Source: an optimization exercise on an open RTL-to-GDS flow (aim: small area, a short achievable clock period and few clock cycles). Production flows keep margins and buffers that such runs may drop.
Where RTL was checked, it was by simulation tests only, not by an equivalence proof against the original.
Power and IR drop assume default switching activity.

== JK ==
==> flow/design.v (excerpt) <==
module sparse_mac_top
#(
    parameter int NUM_DECODERS = 2,
    parameter int VALUE_W = 16,
    parameter int INDEX_W = 16,
    parameter int DECODER_FIFO_DEPTH = 16,
    parameter int ACCUM_W = 32
)
(
    input mac_clk,
    input mac_rst,
    input [NUM_DECODERS-1:0] sram_valid_i,
    output [NUM_DECODERS-1:0] sram_ready_o,
    input [NUM_DECODERS*(1+VALUE_W+INDEX_W)-1:0] sram_data_i,
    output mac_valid_o,
    output [ACCUM_W-1:0] mac_data_o
);
localparam int DATA_W = 1 + VALUE_W + INDEX_W;
logic [INDEX_W-1:0] skip0, skip1;
logic [VALUE_W-1:0] val0, val1;
logic in_done0, in_done1;
assign {in_done0, val0, skip0} = sram_data_i[0 +: DATA_W];
assign {in_done1, val1, skip1} = sram_data_i[DATA_W +: DATA_W];
logic hv0, hv1;               
logic hd0, hd1;               
logic [VALUE_W-1:0] hval0;
logic [7:0] b_one, b_two, b_neg;    
logic b_top;                        
logic [7:0] g_one, g_two, g_neg;    
logic g_top;
  ...
clock: 7.0 ns
lec_check: 0
cap_margin: 20
core_margin: 2
core_utilization: 40
setup_slack_margin: 3.6
slew_margin: 20
synth_hierarchical: 1
standard.sh (not shown) runs the stock make flow with config.mk's settings and CLKGATE_MAP_FILE= SYNTH_SCRIPT=/design/flow/synth_recipe.tcl, a recipe that flattens the netlist after the stock synthesis.
==> flow/flow/run.sh <==
#!/bin/bash
set -euo pipefail
export BUFFER_PORTS_ARGS="-buffer_cell sky130_fd_sc_hd__buf_2"
bash standard.sh finish > flow_make.log 2>&1
--- input diff JK..MS ---
--- a/flow/design.v
+++ b/flow/design.v
@@ -51,16 +51,15 @@
 logic [VALUE_W-1:0] val0, val1;
 logic in_done0, in_done1;
 assign {in_done0, val0, skip0} = sram_data_i[0 +: DATA_W];
 assign {in_done1, val1, skip1} = sram_data_i[DATA_W +: DATA_W];
 logic hv0, hv1;               
 logic hd0, hd1;               
 logic [VALUE_W-1:0] hval0;
-logic [7:0] b_one, b_two, b_neg;    
-logic b_top;                        
+logic [VALUE_W-1:0] hval1;
 logic [7:0] g_one, g_two, g_neg;    
 logic g_top;
 logic [INDEX_W:0] diff;       
 logic zq;                     
 logic mat;                    
 logic [31:0] acc_s, acc_c;    
 logic [31:0] res;             
@@ -101,32 +100,30 @@
 logic hv0n, hv1n, hd0n, hd1n, finn, matn;
 assign hv0n = take0 | (hv0 & ~pop0);
 assign hv1n = take1 | (hv1 & ~pop1);
 assign hd0n = take0 ? in_done0 : hd0;
 assign hd1n = take1 ? in_done1 : hd1;
 assign finn = (hv0n & hd0n) | (hv1n & hd1n);
 assign matn = hv0n & hv1n & ~finn & zn;
-logic [7:0] e_one, e_two, e_neg;
+logic [VALUE_W-1:0] n_val1;
+logic [7:0] n_one, n_two, n_neg;
+logic n_top;
+assign n_val1 = take1 ? val1 : hval1;
 always_comb begin
     for (int j = 0; j < 8; j++) begin
         logic hi, mid, lo;
-        hi  = val1[2*j+1];
-        mid = val1[2*j];
-        lo  = (j == 0) ? 1'b0 : val1[2*j-1];
-        e_one[j] = mid ^ lo;
-        e_two[j] = (hi & ~mid & ~lo) | (~hi & mid & lo);
-        e_neg[j] = hi;
+        hi  = n_val1[2*j+1];
+        mid = n_val1[2*j];
+        lo  = (j == 0) ? 1'b0 : n_val1[2*j-1];
+        n_one[j] = mid ^ lo;
+        n_two[j] = (hi & ~mid & ~lo) | (~hi & mid & lo);
+        n_neg[j] = hi;
     end
 end
-logic [7:0] n_one, n_two, n_neg;    
-logic n_top;
-assign n_one = take1 ? e_one : b_one;
-assign n_two = take1 ? e_two : b_two;
-assign n_neg = take1 ? e_neg : b_neg;
-assign n_top = take1 ? val1[15] : b_top;
+assign n_top = n_val1[15];
 logic [16:0] bpp [8];
 logic [15:0] bpp8;
 always_comb begin
     for (int j = 0; j < 8; j++)
         for (int i = 0; i < 17; i++)
             bpp[j][i] = ((g_one[j] & ((i < 16) ? hval0[i] : 1'b0))
                        | (g_two[j] & ((i > 0) ? hval0[i-1] : 1'b0))) ^ g_neg[j];
@@ -452,22 +449,41 @@
         mq    <= mat;
         g_one <= n_one & {8{matn}};
         g_two <= n_two & {8{matn}};
         g_neg <= n_neg & {8{matn}};
         g_top <= n_top & matn;
     end
 end
+function automatic [31:0] bk_add(input [31:0] a, input [31:0] b);
+    logic [31:0] g, p, gg, pp;
+    g = a & b;
+    p = a ^ b;
+    gg = g;
+    pp = p;
+    for (int l = 0; l < 5; l++)
+        for (int i = 0; i < 32; i++)
+            if (((i + 1) % (2 << l)) == 0) begin
+                gg[i] = gg[i] | (pp[i] & gg[i - (1 << l)]);
+                pp[i] = pp[i] & pp[i - (1 << l)];
+            end
+    for (int l = 3; l >= 0; l--)
+        for (int i = 0; i < 32; i++)
+            if (((i + 1) % (2 << l)) == (1 << l) && i >= (2 << l)) begin
+                gg[i] = gg[i] | (pp[i] & gg[i - (1 << l)]);
+                pp[i] = pp[i] & pp[i - (1 << l)];
+            end
+    bk_add = p ^ {gg[30:0], 1'b0};
+endfunction
 always_ff @(posedge mac_clk) begin
-    res <= acc_s + acc_c;
+    res <= bk_add(acc_s, acc_c);
     if (take0) begin
         hval0 <= val0;
         hd0   <= in_done0;
     end
-    b_one <= n_one;
-    b_two <= n_two;
-    b_neg <= n_neg;
-    b_top <= n_top;
-    hd1   <= hd1n;
+    if (take1) begin
+        hval1 <= val1;
+        hd1   <= in_done1;
+    end
 end
 assign mac_valid_o = fin & ~mq;
 assign mac_data_o  = res;
 endmodule
==> comparison <==
MS did not stop at any stage, and its layout met the timing, design-rule and antenna checks. Lower clock power was reported by JK, not MS. Taking JK as the reference, in MS wire length after detailed routing moved down; detailed-placement wirelength estimate moved down. Delta (MS minus JK): number of instances in the synthesized netlist dropped 5.5%; design area moved down; share of power burned in the clock network has increased.
Testbench counts of MS, summed over its fixed seeds: cycles 7,526.
No functional check of the RTL was part of JK.

========
Setup of run 1:
Another version of the RTL of sparse_mac_top (not shown whole).
Size: about 1,600 cells after synthesis, about 180 flip-flops, roughly 110 I/O pins, ~17,000 µm² of cells after synthesis.
// sparse_mac_top
module sparse_mac_top
#(
    parameter int NUM_DECODERS = 2,
    parameter int VALUE_W = 16,
    parameter int INDEX_W = 16,
    parameter int DECODER_FIFO_DEPTH = 16,
    parameter int ACCUM_W = 32
)
(
    input mac_clk,
    input mac_rst,
    input [NUM_DECODERS-1:0] sram_valid_i,
    output [NUM_DECODERS-1:0] sram_ready_o,
    input [NUM_DECODERS*(1+VALUE_W+INDEX_W)-1:0] sram_data_i,
    output mac_valid_o,
    output [ACCUM_W-1:0] mac_data_o
);
==> flow/config.mk <==
export PLATFORM = sky130hd
export DESIGN_NAME = sparse_mac_top
export DESIGN_NICKNAME = sparse_mac_top
export VERILOG_FILES = /design/flow/design.v
export SDC_FILE = /design/flow/constraint.sdc
export NUM_CORES = 4
export LEC_CHECK = 0
export CAP_MARGIN = 20
export CORE_MARGIN = 2
export CORE_UTILIZATION = 40
export CTS_BUF_LIST = sky130_fd_sc_hd__clkbuf_4 sky130_fd_sc_hd__clkbuf_8
export SETUP_SLACK_MARGIN = 3.6
export SLEW_MARGIN = 20
export SYNTH_HIERARCHICAL = 1
==> flow/constraint.sdc <==
create_clock -name core_clock -period 7.0 [get_ports {mac_clk}]
set_input_delay 1.4000 -clock core_clock [delete_from_list [all_inputs] [get_ports {mac_clk}]]
set_output_delay 1.4000 -clock core_clock [all_outputs]
set_load 0.01 [all_outputs]
Scripts as last shown in full above: flow/flow/run.sh
Inputs modified between run 1 and run 2:
--- a/flow/design.v
+++ b/flow/design.v
@@ -1,25 +1,11 @@
-module eq_cmp16 (
-    input  [15:0] a,
-    input  [15:0] b,
-    output        eq
-);
-assign eq = (a == b);
-endmodule
-module eq_cmp17 (
-    input  [16:0] a,
-    input  [16:0] b,
-    output        eq
-);
-assign eq = (a == b);
-endmodule
 module csa_fa (
     input  a,
     input  b,
     input  c,
     output s,
     output co
 );
 assign s  = a ^ b ^ c;
 assign co = (a & b) | (a & c) | (b & c);
 endmodule
 module csa_ha (
@@ -99,25 +85,25 @@
 assign c11   = c11_w[INDEX_W+1:1];
 logic t00, t01, t10, t11;
 assign t00 = ~take1 & ~take0;
 assign t01 = ~take1 &  take0;
 assign t10 =  take1 & ~take0;
 assign t11 =  take1 &  take0;
 assign diff_n = ({(INDEX_W+1){t00}} & diff) | ({(INDEX_W+1){t01}} & c01)
               | ({(INDEX_W+1){t10}} & c10) | ({(INDEX_W+1){t11}} & c11);
 logic [INDEX_W:0] diff_m1;
 logic z10, z01, z11, zn;
 assign diff_m1 = diff - 1'b1;
-eq_cmp17 u_z10 (.a(s1x), .b(~diff), .eq(z10));
-eq_cmp17 u_z01 (.a(s0x), .b(diff_m1), .eq(z01));
-eq_cmp16 u_z11 (.a(skip1), .b(skip0), .eq(z11));
+assign z10 = (s1x == ~diff);
+assign z01 = (s0x == diff_m1);
+assign z11 = (skip1 == skip0);
 assign zn  = (t00 & zq) | (t01 & z01) | (t10 & z10) | (t11 & z11);
 logic hv0n, hv1n, hd0n, hd1n, finn, matn;
 assign hv0n = take0 | (hv0 & ~pop0);
 assign hv1n = take1 | (hv1 & ~pop1);
 assign hd0n = take0 ? in_done0 : hd0;
 assign hd1n = take1 ? in_done1 : hd1;
 assign finn = (hv0n & hd0n) | (hv1n & hd1n);
 assign matn = hv0n & hv1n & ~finn & zn;
 logic [VALUE_W-1:0] n_val1;
 logic [7:0] n_one, n_two, n_neg;
 logic n_top;
[summary]
Across both runs, area of the mapped netlist was lower for run 2 than for run 1.
The total met3 wirelength after detailed routing of run 2 exceeds that of run 1 by 180 µm.
Going from run 1 to run 2, the fraction of the mapped netlist area in compound gates was found to have gone up by 0.89 points.
Run 2 against run 1: setup slack picked up an extra 0.23 ns, non-clock buffer count down 10.
Testbench counts of run 2, summed over its fixed seeds: cycles 7,526.
No functional check of the RTL was part of run 1.

========
sparse_mac_top with an RTL version that a note above also has.
For scale: ~180 flip-flops, roughly 110 I/O pins, ~16000 µm² of cells after synthesis.
==> flow/design.v (excerpt) <==
module sparse_mac_top
#(
    parameter int NUM_DECODERS = 2,
    parameter int VALUE_W = 16,
    parameter int INDEX_W = 16,
    parameter int DECODER_FIFO_DEPTH = 16,
    parameter int ACCUM_W = 32
)
(
    input mac_clk,
    input mac_rst,
    input [NUM_DECODERS-1:0] sram_valid_i,
    output [NUM_DECODERS-1:0] sram_ready_o,
    input [NUM_DECODERS*(1+VALUE_W+INDEX_W)-1:0] sram_data_i,
    output mac_valid_o,
    output [ACCUM_W-1:0] mac_data_o
);
Settings: LEC_CHECK=0, CAP_MARGIN=20, CORE_MARGIN=2, CORE_UTILIZATION=40, CTS_BUF_LIST=sky130_fd_sc_hd__clkbuf_4 sky130_fd_sc_hd__clkbuf_8, SETUP_SLACK_MARGIN=3.6, SLEW_MARGIN=20, SYNTH_HIERARCHICAL=1; clock period 7.0 ns.
Scripts as last shown in full above: flow/flow/run.sh
Testbench counts at the start, summed over its fixed seeds: cycles 7,526.
Change:
--- a/flow/design.v
+++ b/flow/design.v
@@ -69,24 +69,42 @@
 assign both  = hv0 & hv1 & ~fin;
 assign d_neg = diff[INDEX_W];
 assign pop0  = both & ~d_neg;
 assign pop1  = both & (d_neg | zq);
 assign sram_ready_o[0] = ~fin & (~hv0 | pop0);
 assign sram_ready_o[1] = ~fin & (~hv1 | pop1);
 assign take0 = sram_valid_i[0] & sram_ready_o[0];
 assign take1 = sram_valid_i[1] & sram_ready_o[1];
+function automatic [17:0] sk_add18(input [17:0] a, input [17:0] b);
+    logic [17:0] g, p, gg, pp;
+    g = a & b;
+    p = a ^ b;
+    gg = g;
+    pp = p;
+    for (int l = 0; l < 5; l++)
+        for (int i = 0; i < 18; i++)
+            if ((i >> l) & 1) begin
+                int j;
+                j = ((i >> l) << l) - 1;
+                gg[i] = gg[i] | (pp[i] & gg[j]);
+                pp[i] = pp[i] & pp[j];
+            end
+    sk_add18 = p ^ {gg[16:0], 1'b0};
+endfunction
 logic [INDEX_W:0] s1x, s0x, c10, c01, c11, diff_n;
 logic [INDEX_W+1:0] c10_w, c11_w;
 assign s1x   = {1'b0, skip1};
 assign s0x   = {1'b0, skip0};
-assign c10_w = {diff, 1'b1} + {s1x, 1'b1};           
+assign c10_w = sk_add18({diff, 1'b1}, {s1x, 1'b1});           
 assign c10   = c10_w[INDEX_W+1:1];
-assign c01   = diff + ~s0x;                           
-assign c11_w = {s1x, 1'b1} + {~s0x, 1'b1};           
+logic [INDEX_W+1:0] c01_w;
+assign c01_w = sk_add18({diff, 1'b0}, {~s0x, 1'b0});
+assign c01   = c01_w[INDEX_W+1:1];                           
+assign c11_w = sk_add18({s1x, 1'b1}, {~s0x, 1'b1});           
 assign c11   = c11_w[INDEX_W+1:1];
 logic t00, t01, t10, t11;
 assign t00 = ~take1 & ~take0;
 assign t01 = ~take1 &  take0;
 assign t10 =  take1 & ~take0;
 assign t11 =  take1 &  take0;
 assign diff_n = ({(INDEX_W+1){t00}} & diff) | ({(INDEX_W+1){t01}} & c01)
               | ({(INDEX_W+1){t10}} & c10) | ({(INDEX_W+1){t11}} & c11);
Synthesized cell count went down by 4.2%.
Cell area increases by 1.3%.
Sequential share of layout area goes down by 0.31 points.
Routed wire length decreases by 1.3%.
Final cell count went down by 2.7%.
Count of clock-buffer cells in the layout went down by 4.
For the second run of this note, only the layout was checked, not whether the RTL still works.

-- afterwards: timing with drivers on the ports --
No port has a modelled driver above. Below, the same layouts with a new extraction and two added sets of constraints.
Step 1 (the two cells are an assumption about what drives the block):
set clk [get_ports {mac_clk}]
set_driving_cell -lib_cell sky130_fd_sc_hd__clkbuf_16 $clk
set_driving_cell -lib_cell sky130_fd_sc_hd__buf_2 [delete_from_list [all_inputs] $clk]
Step 2 also shifts input and output timing later by t, the mid clock arrival at the registers, as if the neighbouring blocks saw the same clock.
Three values: ideal, step 1, step 2; two values: the first two.
run	t, ns	setup WS [ns]	latest minus earliest clock arrival (ns)	slew at the worst register clock pin (ns)	pins driven straight from the clock port
JK	0.518	3.679 / 3.682 / 3.199	0.021 / 0.020	0.09 / 0.09	1
MS	0.492	3.677 / 3.660 / 3.214	0.016 / 0.015	0.08 / 0.08	1
run 1	0.557	3.465 / 3.465 / 3.106	0.022 / 0.022	0.12 / 0.12	1
run 2	0.560	3.693 / 3.681 / 3.174	0.016 / 0.017	0.10 / 0.10	1
the first run of note 3	0.528	3.663 / 3.663 / 3.213	0.021 / 0.022	0.11 / 0.11	1
the second run of note 3	0.583	3.620 / 3.641 / 3.058	0.033 / 0.033	0.12 / 0.12	1
After both steps every run listed still meets setup and hold. The setup slack of the second run of note 3, which loses most, moves by +0.021 ns with the drivers and by -0.562 ns with both steps.
